From an optimization exercise on the open Yosys and OpenROAD flow, aimed at small area; shortcuts taken in it are not production practice.
Where RTL was checked, it was by simulation tests only, not by an equivalence proof against the original.
The flow treats the clock pin as an ideal source. Dropping or thinning the clock tree relies on that and would not hold on a real chip.
Power is estimated from default activity; no workload was simulated.

Design uart_core, start of the top module:
module uart_core(
    input logic clk,
    input logic rst,
    input logic [7:0] tx_d,
    input logic tx_send,
    output logic tx_rdy,
    output logic tx,
    input logic rx,
    output logic [7:0] rx_d,
    output logic rx_rdy);
Size: about 140 cells after synthesis, about 57 flip-flops.
export LEC_CHECK = 0
export CAP_MARGIN = 20
export CORE_MARGIN = 2
export CORE_UTILIZATION = 40
export CTS_CLUSTER_DIAMETER = 500
export CTS_CLUSTER_SIZE = 100
export SLEW_MARGIN = 20
create_clock -name core_clock -period 10.0 [get_ports {clk}]
run.sh (not shown) runs the stock make flow with config.mk's settings and CLKGATE_MAP_FILE= SYNTH_SCRIPT=/design/flow/synth_recipe.tcl, a recipe that flattens the netlist after the stock synthesis.
Change:
- CORE_UTILIZATION: 40 -> 70
- CTS_BUF_LIST: not set -> sky130_fd_sc_hd__clkbuf_8
What happened: The changed run finished with timing, DRC and antenna clean. Design area barely changes. Clock power rose by about a fifth. Synthesized area does not change. First-iteration DRC count falls by about a fifth. Register-to-register slack degrades by 70 ps. Sequential cell count does not change. Critical path depth is unchanged. Non-clock buffer count is unchanged. Power increases by a little under a tenth.
Change:
==> flow/flow/run.sh (new file) <==
#!/bin/bash
# Own layout flow: the standard flow (standard.sh, unchanged synthesis,
# floorplan, power grid and tap cells) with smaller cells where the standard
# flow picks large ones:
#  - after the floorplan, every combinational cell is set to its smallest
#    drive strength (repair_design later upsizes any that need it);
#  - input and output ports are buffered with buf_1;
#  - clock tree synthesis without dummy loads and with small clock buffers.
set -euo pipefail
HERE=$(cd "$(dirname "$0")" && pwd)
export POST_FLOORPLAN_TCL=$HERE/downsize.tcl
export BUFFER_PORTS_ARGS="-buffer_cell sky130_fd_sc_hd__buf_1"
export CTS_ARGS="-sink_clustering_enable -repair_clock_nets -dont_use_dummy_load -buf_list sky130_fd_sc_hd__clkbuf_8 -root_buf sky130_fd_sc_hd__clkbuf_8 -sink_clustering_size 30 -sink_clustering_max_diameter 60"
bash standard.sh > standard_flow.log 2>&1
==> flow/flow/downsize.tcl (new file) <==
# Set every combinational cell to the smallest-area cell of the same function
# family (same name up to the drive-strength suffix). Registers keep their
# cell type; only their drive strength could change, and it is left alone.
set n 0
foreach inst [get_cells *] {
  set master [get_property $inst ref_name]
  if {![regexp {^(sky130_fd_sc_hd__[a-z0-9]+)_([0-9]+)$} $master -> base drive]} { continue }
  if {[regexp {df|edf|sdf|dl|tap|fill|decap|conb|clk} $base]} { continue }
  set best ""
  set best_area 1e9
  foreach lc [get_lib_cells ${base}_*] {
    set nm [get_property $lc name]
    if {![regexp "^${base}_\[0-9\]+\$" $nm]} { continue }
    if {[get_property $lc dont_use]} { continue }
    set a [get_property $lc area]
    if {$a < $best_area} { set best_area $a; set best $nm }
  }
  if {$best ne "" && $best ne $master} {
    replace_cell $inst $best
    incr n
  }
}
puts "downsize: replaced $n cells"
==> flow/standard.sh (new file) <==
#!/bin/bash
# synth_recipe.tcl (not shown) runs the flow's synth.tcl, then flattens the netlist and writes it again
# the make line also repeats each setting of config.mk as NAME=value (left out here)
make -C /OpenROAD-flow-scripts/flow DESIGN_CONFIG=/design/flow/config.mk WORK_HOME=/design/flow/orfs CLKGATE_MAP_FILE= SYNTH_SCRIPT=/design/flow/synth_recipe.tcl "${@:-finish}"
- CORE_UTILIZATION: 70 -> 40
- CTS_BUF_LIST: sky130_fd_sc_hd__clkbuf_8 -> not set
- CTS_CLUSTER_DIAMETER: 500 -> not set
- CTS_CLUSTER_SIZE: 100 -> not set
removed: flow/run.sh
Result: The new run produced a clean layout; cell area drops by roughly a tenth; worst setup slack improves by 380 ps; routed wire length falls by a quarter to a third; maximum frequency rises by roughly a tenth; via count went down by a little under a tenth; synthesized cell count does not change; non-clock buffer count does not change; utilization drops by 47 points.
No functional check of the RTL was part of any run of this note.

* * *

The RTL this note starts from:
==> flow/design.v <==
`timescale 1ns / 1ps
module uart_send (
    input  logic       clk,
    input  logic       rst,
    input  logic [7:0] d,
    input  logic       send,
    output logic       rdy,
    output logic       tx);
    logic        send_prev_n;    
    logic        tx_q;
    logic [10:0] ring;
    logic [1:0]  a;
    logic [2:0]  b;
    logic [4:0]  c;
    wire idle  = b == 3'b101;
    wire start = idle & send_prev_n & send;
    wire tick  = ~a[0] & a[1] & ~b[0] & ~b[1] & ~b[2] & ~c[0] & ~c[2] & c[3] & ~c[4];
    wire fin   = ~idle & ring[0] & ring[1] & ring[2] & ring[3] & ring[4] & ring[5] & ring[6] & ring[7] & ring[10] & ~a[0] & b[0] & b[2] & ~c[0] & c[1] & c[3] & ~c[4];
    assign rdy = idle;
    assign tx  = tx_q;
    always_ff @(posedge clk) begin
        send_prev_n <= ~(rst | send);
        a <= start ? 2'b01 : {~a[0], a[1]};
        b <= (rst | fin) ? 3'b101 : start ? 3'b010 : {~b[1], ~b[0], ~(b[0] ^ b[2])};
        c <= start ? 5'b11010 : {~c[3], ~c[2], ~c[1], ~c[0], (c[2] ^ c[4])};
        ring[0] <= start ? ~d[1] : ~ring[1];
        ring[1] <= start ? ~d[0] : ~ring[2];
        ring[2] <= start ? 1'b1 : ~ring[3];
        ring[3] <= start ? 1'b1 : ~ring[4];
        ring[4] <= start ? 1'b0 : ~ring[5];
        ring[5] <= start ? ~d[7] : ~ring[6];
        ring[6] <= start ? ~d[6] : ~ring[7];
        ring[7] <= start ? ~d[5] : ~ring[8];
        ring[8] <= start ? ~d[4] : ~ring[9];
        ring[9] <= start ? ~d[3] : ~ring[10];
        ring[10] <= start ? ~d[2] : (~ring[0] & ~tick);
        if (rst)       tx_q <= 1'b1;
        else if (tick) tx_q <= ~ring[0];
    end
endmodule
module uart_recv (
    input  logic       clk,
    input  logic       rst,
    input  logic       rx,
    output logic [7:0] d,
    output logic       rdy);
    logic [10:0] ring;
    logic [1:0]  a;
    logic [2:0]  b;
    logic [4:0]  c;
    wire idle  = b == 3'b101;
    wire start = idle & ~rx;
    wire tick  = ~a[0] & ~a[1] & b[0] & b[1] & b[2] & c[1] & ~c[2] & c[3] & ~c[4];
    wire stop  = tick & ring[0];
    wire ld    = ~rst & stop & rx;
    wire keep  = ~rst & ~(stop & rx);
    always_ff @(posedge clk) begin
        a <= start ? 2'b10 : {~a[0], a[1]};
        b <= (rst | stop) ? 3'b101 : start ? 3'b000 : {~b[1], ~b[0], ~(b[0] ^ b[2])};
        c <= start ? 5'b11010 : {~c[3], ~c[2], ~c[1], ~c[0], (c[2] ^ c[4])};
        ring[0] <= start ? 1'b1 : ~ring[1];
        ring[1] <= start ? 1'b1 : ~ring[2];
        ring[2] <= start ? 1'b1 : ~ring[3];
        ring[3] <= start ? 1'b1 : ~ring[4];
        ring[4] <= start ? 1'b1 : ~ring[5];
        ring[5] <= start ? 1'b1 : ~ring[6];
        ring[6] <= start ? 1'b1 : ~ring[7];
        ring[7] <= start ? 1'b1 : ~ring[8];
        ring[8] <= start ? 1'b0 : ~ring[9];
        ring[9] <= start ? 1'b1 : ~ring[10];
        ring[10] <= start ? 1'b1 : ~(tick ? rx : ring[0]);
        rdy <= ld;
        d <= ({8{ld}} & {ring[1], ring[2], ring[3], ring[4], ring[5], ring[6], ring[7], ring[8]}) | ({8{keep}} & d);
    end
endmodule
`timescale 1ns / 1ps
module uart_core(
    input logic clk,
    input logic rst,
    input logic [7:0] tx_d,
    input logic tx_send,
    output logic tx_rdy,
    output logic tx,
    input logic rx,
    output logic [7:0] rx_d,
    output logic rx_rdy);
    uart_recv uart_recv(
        .clk(clk),
        .rst(rst),
        .rx(rx),
        .d(rx_d),
        .rdy(rx_rdy)
    );
    uart_send uart_send(
        .clk(clk),
        .rst(rst),
        .d(tx_d),
        .send(tx_send),
        .rdy(tx_rdy),
        .tx(tx)
    );
endmodule
Settings: LEC_CHECK=0, CAP_MARGIN=20, CORE_MARGIN=2, CORE_UTILIZATION=40, SLEW_MARGIN=20; clock period 10.0 ns.
standard.sh (not shown) runs the stock make flow with config.mk's settings and CLKGATE_MAP_FILE= SYNTH_SCRIPT=/design/flow/synth_recipe.tcl, a recipe that flattens the netlist after the stock synthesis.
==> flow/flow/run.sh <==
#!/bin/bash
# Own layout flow: the standard flow (standard.sh: standard synthesis,
# floorplan, power grid and tap cells, placement, routing) with these changes:
#  - the combinational logic of the standard synthesis netlist is re-mapped
#    for area by ABC (resynth.sh) with each of the abc_*.script scripts, and
#    the smallest result is kept; register instances are kept as they are;
#  - after the floorplan, every combinational cell is set to its smallest
#    drive strength (downsize.tcl; repair_design upsizes any that need it);
#  - input and output ports are buffered with buf_1;
set -euo pipefail
HERE=$(cd "$(dirname "$0")" && pwd)
RES=orfs/results/$FLOW_PLATFORM/uart_core/base
LIB=$FLOW_HOME/platforms/$FLOW_PLATFORM/lib/sky130_fd_sc_hd__tt_025C_1v80.lib

bash standard.sh synth > synth.log 2>&1
cp $RES/1_2_yosys.v standard_synth.v
best=""
best_area=""
for s in $HERE/abc_*.script; do
  n=$(basename $s .script)
  bash $HERE/resynth.sh standard_synth.v resynth_$n.v $s $LIB > resynth_$n.log 2>&1
  a=$(awk '/Chip area for top module/ {print $NF}' resynth_$n.v.stat)
  echo "$n $a" >> resynth_areas.txt
  if [[ -z "$best" ]] || awk -v a="$a" -v b="$best_area" 'BEGIN{exit !(a < b)}'; then
    best=$n; best_area=$a
  fi
done
echo "kept $best $best_area" >> resynth_areas.txt
cp resynth_$best.v $RES/1_2_yosys.v
touch $RES/1_2_yosys.v

export POST_FLOORPLAN_TCL=$HERE/downsize.tcl
export POST_CTS_TCL=$HERE/clock_tree.tcl
export BUFFER_PORTS_ARGS="-buffer_cell sky130_fd_sc_hd__buf_1"
bash standard.sh > standard_flow.log 2>&1
==> flow/flow/clock_tree.tcl <==
# Replace the clock tree built by CTS with K buffers, each driving one
# cluster of register clock pins (k-means on the pins' cell positions), all
# driven straight from the clock port.
proc clock_clusters {cell sizes} {
  set k [llength $sizes]
  set block [ord::get_db_block]
  set db [ord::get_db]
  set clk [$block findNet clk]
  set sinks {}
  set oldinsts {}
  set todo [list $clk]
  while {[llength $todo]} {
    set net [lindex $todo 0]; set todo [lrange $todo 1 end]
    foreach it [$net getITerms] {
      if {[$it isOutputSignal]} { continue }
      set inst [$it getInst]
      if {[[$inst getMaster] isSequential]} {
        lappend sinks $it
      } else {
        lappend oldinsts $inst
        foreach o [$inst getITerms] { if {[$o isOutputSignal] && [$o getNet] ne "NULL"} { lappend todo [$o getNet] } }
      }
    }
  }
  set pts {}
  foreach it $sinks {
    set b [[$it getInst] getBBox]
    lappend pts [list [expr {([$b xMin] + [$b xMax]) / 2.0}] [expr {([$b yMin] + [$b yMax]) / 2.0}]]
  }
  set n [llength $sinks]
  # balanced clusters: split the pins in half at the median of the longer
  # side of their bounding box, recursively, until there are k groups
  # groups of the given sizes: split the pins at a point along the longer
  # side of their bounding box, recursively, the first part taking the sizes
  # of the first half of the list
  set idx {}
  for {set i 0} {$i < $n} {incr i} { lappend idx $i }
  set todo [list [list $idx $sizes]]
  set groups {}
  while {[llength $todo]} {
    lassign [lindex $todo 0] g sz
    set todo [lrange $todo 1 end]
    if {[llength $sz] == 1} { lappend groups $g; continue }
    set x0 1e30; set x1 -1e30; set y0 1e30; set y1 -1e30
    foreach i $g { set p [lindex $pts $i]; set x [lindex $p 0]; set y [lindex $p 1]
      if {$x < $x0} {set x0 $x}; if {$x > $x1} {set x1 $x}; if {$y < $y0} {set y0 $y}; if {$y > $y1} {set y1 $y} }
    set ax [expr {($x1 - $x0) >= ($y1 - $y0) ? 0 : 1}]
    set keyed {}
    foreach i $g { lappend keyed [list $i [lindex [lindex $pts $i] $ax]] }
    set keyed [lsort -real -index 1 $keyed]
    set hs [expr {[llength $sz] / 2}]
    set sa [lrange $sz 0 [expr {$hs - 1}]]
    set sb [lrange $sz $hs end]
    set h 0
    foreach v $sa { incr h $v }
    set a {}; set b {}
    foreach e [lrange $keyed 0 [expr {$h - 1}]] { lappend a [lindex $e 0] }
    foreach e [lrange $keyed $h end] { lappend b [lindex $e 0] }
    lappend todo [list $a $sa] [list $b $sb]
  }
  set asg [lrepeat $n 0]
  set cs {}
  for {set j 0} {$j < $k} {incr j} {
    set sx 0; set sy 0
    foreach i [lindex $groups $j] { lset asg $i $j; set sx [expr {$sx + [lindex [lindex $pts $i] 0]}]; set sy [expr {$sy + [lindex [lindex $pts $i] 1]}] }
    set m [llength [lindex $groups $j]]
    lappend cs [list [expr {$sx / $m}] [expr {$sy / $m}]]
  }
  # remove the old tree
  foreach it $sinks { $it disconnect }
  foreach old $oldinsts {
    foreach o [$old getITerms] {
      if {[$o isOutputSignal] && [$o getNet] ne "NULL"} { set on [$o getNet]; $o disconnect; if {[llength [$on getITerms]] == 0} { odb::dbNet_destroy $on } }
    }
    odb::dbInst_destroy $old
  }
  for {set j 0} {$j < $k} {incr j} {
    set net [odb::dbNet_create $block clknet_leaf_$j]
    $net setSigType CLOCK
    set inst [odb::dbInst_create $block [$db findMaster $cell] clkbuf_leaf_$j]
    foreach it [$inst getITerms] {
      set mn [[$it getMTerm] getName]
      if {$mn eq "A"} { $it connect $clk }
      if {$mn eq "X"} { $it connect $net }
    }
    set m 0
    foreach it $sinks a $asg { if {$a == $j} { $it connect $net; incr m } }
    set c [lindex $cs $j]
    $inst setLocation [expr {int([lindex $c 0])}] [expr {int([lindex $c 1])}]
    $inst setPlacementStatus PLACED
    puts "clock_clusters: $cell clkbuf_leaf_$j drives $m sinks"
  }
  puts "clock_clusters: removed [llength $oldinsts] cells"
}

proc leaf_slew {inst} {
  set w 0
  set net [get_nets -of_objects [get_pins [get_property $inst name]/X]]
  foreach pin [get_pins -of_objects $net -filter "direction == input"] {
    set s [get_property $pin slew_max]
    if {$s > $w} { set w $s }
  }
  return $w
}
proc build_and_size {sizes} {
  clock_clusters sky130_fd_sc_hd__clkbuf_4 $sizes
  detailed_placement
  set_propagated_clock [all_clocks]
  estimate_parasitics -placement
  set area 0
  foreach inst [get_cells clkbuf_leaf_*] {
    foreach cell {sky130_fd_sc_hd__clkbuf_4 sky130_fd_sc_hd__buf_6 sky130_fd_sc_hd__clkbuf_8 sky130_fd_sc_hd__buf_8 sky130_fd_sc_hd__buf_12 sky130_fd_sc_hd__clkbuf_16} {
      replace_cell $inst $cell
      estimate_parasitics -placement
      set w [leaf_slew $inst]
      if {$w < 0.112} { break }
    }
    puts "clock_tree: [get_property $inst name] $cell worst clock pin slew [format %.1f [expr {$w * 1000}]] ps"
    set area [expr {$area + [get_property [get_lib_cells $cell] area]}]
  }
  detailed_placement
  estimate_parasitics -placement
  puts "clock_tree: sizes $sizes buffer area $area"
  return $area
}
set nreg 0
foreach pin [get_pins -hierarchical */CLK] { incr nreg }
set q [expr {$nreg / 4}]
set t [expr {$nreg / 3}]
set schemes [list [list $q $q $q [expr {$nreg - 3 * $q}]] [list $t $t [expr {$nreg - 2 * $t}]]]
set best ""
set best_area 1e9
foreach sz $schemes {
  set a [build_and_size $sz]
  if {$a < $best_area - 1e-6} { set best_area $a; set best $sz }
}
build_and_size $best
puts "clock_tree: kept sizes $best"
Other scripts of this flow, unchanged in this note and not shown: flow/flow/abc_2.script, flow/flow/abc_4.script, flow/flow/abc_41.script, flow/flow/abc_5.script, flow/flow/downsize.tcl, flow/flow/resynth.sh
The baseline produced a clean layout.
Edit:
--- a/flow/flow/clock_tree.tcl
+++ b/flow/flow/clock_tree.tcl
@@ -111,3 +111,3 @@
   foreach inst [get_cells clkbuf_leaf_*] {
-    foreach cell {sky130_fd_sc_hd__clkbuf_4 sky130_fd_sc_hd__buf_6 sky130_fd_sc_hd__clkbuf_8 sky130_fd_sc_hd__buf_8 sky130_fd_sc_hd__buf_12 sky130_fd_sc_hd__clkbuf_16} {
+    foreach cell {sky130_fd_sc_hd__clkbuf_4 sky130_fd_sc_hd__buf_6 sky130_fd_sc_hd__clkbuf_8 sky130_fd_sc_hd__clkbuf_16} {
       replace_cell $inst $cell
@@ -128,4 +128,6 @@
 set q [expr {$nreg / 4}]
-set t [expr {$nreg / 3}]
-set schemes [list [list $q $q $q [expr {$nreg - 3 * $q}]] [list $t $t [expr {$nreg - 2 * $t}]]]
+set schemes [list [list $q $q $q [expr {$nreg - 3 * $q}]]]
+foreach s {12 11 10} {
+  lappend schemes [list $s $s $s [expr {$nreg - 3 * $s}]]
+}
 set best ""
CORE_UTILIZATION = 80   (was 40)
Result: With this change the flow ended with an error in clock tree synthesis (DPL-0033). Synthesized cell count is unchanged. Area after synthesis is unchanged.
In the first run of this note the design's own scripts or RTL, not TritonCTS, make the clock network.

## port drivers added, routing unchanged
No port has a modelled driver above. Below, the same layouts with a new extraction and two added sets of constraints.
Step 1 (the two cells are an assumption about what drives the block):
set clk [get_ports {clk}]
set_driving_cell -lib_cell sky130_fd_sc_hd__clkbuf_16 $clk
set_driving_cell -lib_cell sky130_fd_sc_hd__buf_2 [delete_from_list [all_inputs] $clk]
Step 2, shift: input delay + t, output delay - t, t = (earliest + latest rising clock arrival at the registers) / 2. This alone moves slack from input paths to output paths.
Slacks: ideal / step 1 / step 2; pairs: ideal / step 1.
| run | t (ns) | setup slack, ns | pins driven straight from the clock port |
|---|---|---|---|
| the first run of note 1 | 0.345 | 6.658 / 6.631 / 6.569 | 1 |
| the second run of note 1 | 0.353 | 6.650 / 6.623 / 6.452 | 1 |
| the third run of note 1 | 0.340 | 7.032 / 7.036 / 6.696 | 1 |
| the first run of note 2 | 0.190 | 6.631 / 6.651 / 6.461 | 3 |
After both steps every run listed still meets setup and hold. For the third run of note 1, which loses most, drivers alone change the setup slack by +0.004 ns; drivers and shift together by -0.336 ns.
